From an optimization exercise on the open Yosys and OpenROAD flow, aimed at small area, a short achievable clock period and few clock cycles; shortcuts taken in it are not production practice. In this exercise RTL edits were held to simulation tests only and were not proved equivalent to the original. No activity file was given, so power comes from the tool's default toggle rates.

## oak
==> flow/design.v (excerpt) <==
module source_64bit_mod3(s, f, x, e, clk);
output [1:0] s;
output reg f;
input wire [63:0] x;
input wire e;
input wire clk;
wire n1; g_nand2 u1 (.a(x[2]), .b(x[0]), .y(n1));
wire n2; g_nor2 u2 (.a(x[3]), .b(n1), .y(n2));
wire n3; g_nor2 u3 (.a(x[2]), .b(x[0]), .y(n3));
wire n4; g_a21oi u4 (.a1(x[3]), .a2(n3), .b1(n2), .y(n4));
wire n5; g_nand2 u5 (.a(x[1]), .b(n4), .y(n5));
wire n6; g_a211oi u6 (.a1(x[3]), .a2(n1), .b1(n2), .c1(n3), .y(n6));
wire n7; g_o22ai u7 (.a1(x[1]), .a2(n4), .b1(n5), .b2(n6), .y(n7));
wire n8; g_o21a u8 (.a1(x[1]), .a2(n6), .b1(n5), .y(n8));
wire n9; g_nand2 u9 (.a(x[6]), .b(x[4]), .y(n9));
wire n10; g_nor2 u10 (.a(x[7]), .b(n9), .y(n10));
wire n11; g_nor2 u11 (.a(x[6]), .b(x[4]), .y(n11));
wire n12; g_a21oi u12 (.a1(x[7]), .a2(n11), .b1(n10), .y(n12));
wire n13; g_nand2 u13 (.a(x[5]), .b(n12), .y(n13));
wire n14; g_a211oi u14 (.a1(x[7]), .a2(n9), .b1(n10), .c1(n11), .y(n14));
wire n15; g_o22ai u15 (.a1(x[5]), .a2(n12), .b1(n13), .b2(n14), .y(n15));
wire n16; g_o21a u16 (.a1(x[5]), .a2(n14), .b1(n13), .y(n16));
wire n17; g_nand2 u17 (.a(x[10]), .b(x[8]), .y(n17));
wire n18; g_nor2 u18 (.a(x[11]), .b(n17), .y(n18));
wire n19; g_nor2 u19 (.a(x[10]), .b(x[8]), .y(n19));
wire n20; g_a21oi u20 (.a1(x[11]), .a2(n19), .b1(n18), .y(n20));
wire n21; g_nand2 u21 (.a(x[9]), .b(n20), .y(n21));
wire n22; g_a211oi u22 (.a1(x[11]), .a2(n17), .b1(n18), .c1(n19), .y(n22));
wire n23; g_o22ai u23 (.a1(x[9]), .a2(n20), .b1(n21), .b2(n22), .y(n23));
wire n24; g_o21a u24 (.a1(x[9]), .a2(n22), .b1(n21), .y(n24));
wire n25; g_nand2 u25 (.a(x[14]), .b(x[12]), .y(n25));
wire n26; g_nor2 u26 (.a(x[15]), .b(n25), .y(n26));
wire n27; g_nor2 u27 (.a(x[14]), .b(x[12]), .y(n27));
wire n28; g_a21oi u28 (.a1(x[15]), .a2(n27), .b1(n26), .y(n28));
wire n29; g_nand2 u29 (.a(x[13]), .b(n28), .y(n29));
wire n30; g_a211oi u30 (.a1(x[15]), .a2(n25), .b1(n26), .c1(n27), .y(n30));
wire n31; g_o22ai u31 (.a1(x[13]), .a2(n28), .b1(n29), .b2(n30), .y(n31));
wire n32; g_o21a u32 (.a1(x[13]), .a2(n30), .b1(n29), .y(n32));
wire n33; g_nand2 u33 (.a(x[18]), .b(x[16]), .y(n33));
wire n34; g_nor2 u34 (.a(x[19]), .b(n33), .y(n34));
wire n35; g_nor2 u35 (.a(x[18]), .b(x[16]), .y(n35));
wire n36; g_a21oi u36 (.a1(x[19]), .a2(n35), .b1(n34), .y(n36));
wire n37; g_nand2 u37 (.a(x[17]), .b(n36), .y(n37));
  ...
Size in the first run: ~9 flip-flops, about 1600 um^2 of cells after synthesis.
clock: 4.5 ns
lec_check: 0
cap_margin: 20
core_area: 4 4 62 62
cts_buf_list: sky130_fd_sc_hd__clkbuf_2
die_area: 0 0 66 66
slew_margin: 20
synth_hierarchical: 1
buffer_ports_args: -buffer_cell sky130_fd_sc_hd__buf_1
post_floorplan_tcl: /design/flow/flow/downsize.tcl
post_global_place_tcl: /design/flow/flow/obuf.tcl
standard.sh (not shown) runs the stock make flow with config.mk's settings and CLKGATE_MAP_FILE= SYNTH_SCRIPT=/design/flow/synth_recipe.tcl, a recipe that flattens the netlist after the stock synthesis.
==> flow/flow/run.sh <==
#!/bin/bash
HERE=$(pwd)
cat >> config.mk <<EOC
export BUFFER_PORTS_ARGS = -buffer_cell sky130_fd_sc_hd__buf_1
export POST_FLOORPLAN_TCL = $HERE/flow/downsize.tcl
export POST_GLOBAL_PLACE_TCL = $HERE/flow/obuf.tcl
EOC
bash standard.sh > standard.log 2>&1
==> flow/flow/downsize.tcl <==
# After floorplan: put every logic gate that synthesis upsized back to its _1 size.
# Timing repair later in the flow still upsizes whatever it needs to.
set db [ord::get_db]
set block [[$db getChip] getBlock]
set n 0
foreach inst [$block getInsts] {
  set name [[$inst getMaster] getName]
  if {[regexp {^(sky130_fd_sc_hd__(a21oi|a211oi|a22oi|o21ai|o22ai|o21a|nand2|nand3|nor2|nor3|xor2|xnor2))_[248]$} $name -> base]} {
    set new [$db findMaster ${base}_1]
    if {$new ne "NULL" && $new ne ""} {
      $inst swapMaster $new
      incr n
    }
  }
}
puts "downsize.tcl: resized $n instances to drive strength 1"
==> flow/flow/obuf.tcl <==
# After global placement: give the output ports a buf_2 instead of buf_1.
set db [ord::get_db]
set block [[$db getChip] getBlock]
set new [$db findMaster sky130_fd_sc_hd__buf_2]
set n 0
foreach inst [$block getInsts] {
  if {[string match "output*" [$inst getName]] && [[$inst getMaster] getName] eq "sky130_fd_sc_hd__buf_1"} {
    $inst swapMaster $new
    incr n
  }
}
puts "obuf.tcl: $n output buffers set to buf_2"
Testbench counts of oak, summed over its fixed seeds: cycles 1,600.
Input-level comparison between pine and oak:
- clearing POST_GLOBAL_PLACE_TCL, which used to be /design/flow/flow/obuf.tcl
- swapping 0 0 66 66 for 0 0 60 60 in DIE_AREA
- swapping 4 4 62 62 for 4 4 56 56 in CORE_AREA
==> flow/flow/run.sh <==
#!/bin/bash
HERE=$(pwd)
cat >> config.mk <<EOC
export BUFFER_PORTS_ARGS = -buffer_cell sky130_fd_sc_hd__buf_1
export POST_FLOORPLAN_TCL = $HERE/flow/downsize.tcl
EOC
bash standard.sh > standard.log 2>&1
removed: flow/flow/obuf.tcl
### Flow results
pine vs. oak: effective utilization at floorplan climbed 12 points; critical path depth barely changed; core utilization of the finished layout climbed 13 points; total leakage power dropped 1.2%; power share of the combinational group dropped 0.5 points. The average via count per standard cell number comes out lower for oak vs pine. Compared with oak, in pine cell count moved down; number of inserted filler cells in the final layout moved down. pine -> oak: total area of multi-input combinational cells delta 0, exact match. Diff oak -> pine | via count | up by a few percent. pine leaves less setup margin than oak.

what the ideal ports hide:
How much do the figures lean on ideal ports? The routed layouts below were timed once more, with nothing changed but the port constraints.
Step 1, drivers: a clkbuf_16 drives clk and a buf_2 each remaining input, both assumed.
Step 2 adds t to the input delays and takes it off the output delays; t is the mean of the earliest and latest rising clock arrival at the registers after step 1. Input paths then give back, and output paths get back, about the clock's delay inside the block.
Three values: ideal ports, drivers, drivers and shift; two values: the first two.
run | t (ns) | setup slack, ns | worst setup path after step 2
oak | 0.255 | 2.368 / 2.349 / 2.264 | input to register
pine | 0.257 | 2.354 / 2.335 / 2.247 | input to register
After both steps setup and hold are still met in every run listed. The setup slack of pine, which loses most, moves by -0.019 ns with the drivers and by -0.107 ns with both steps.
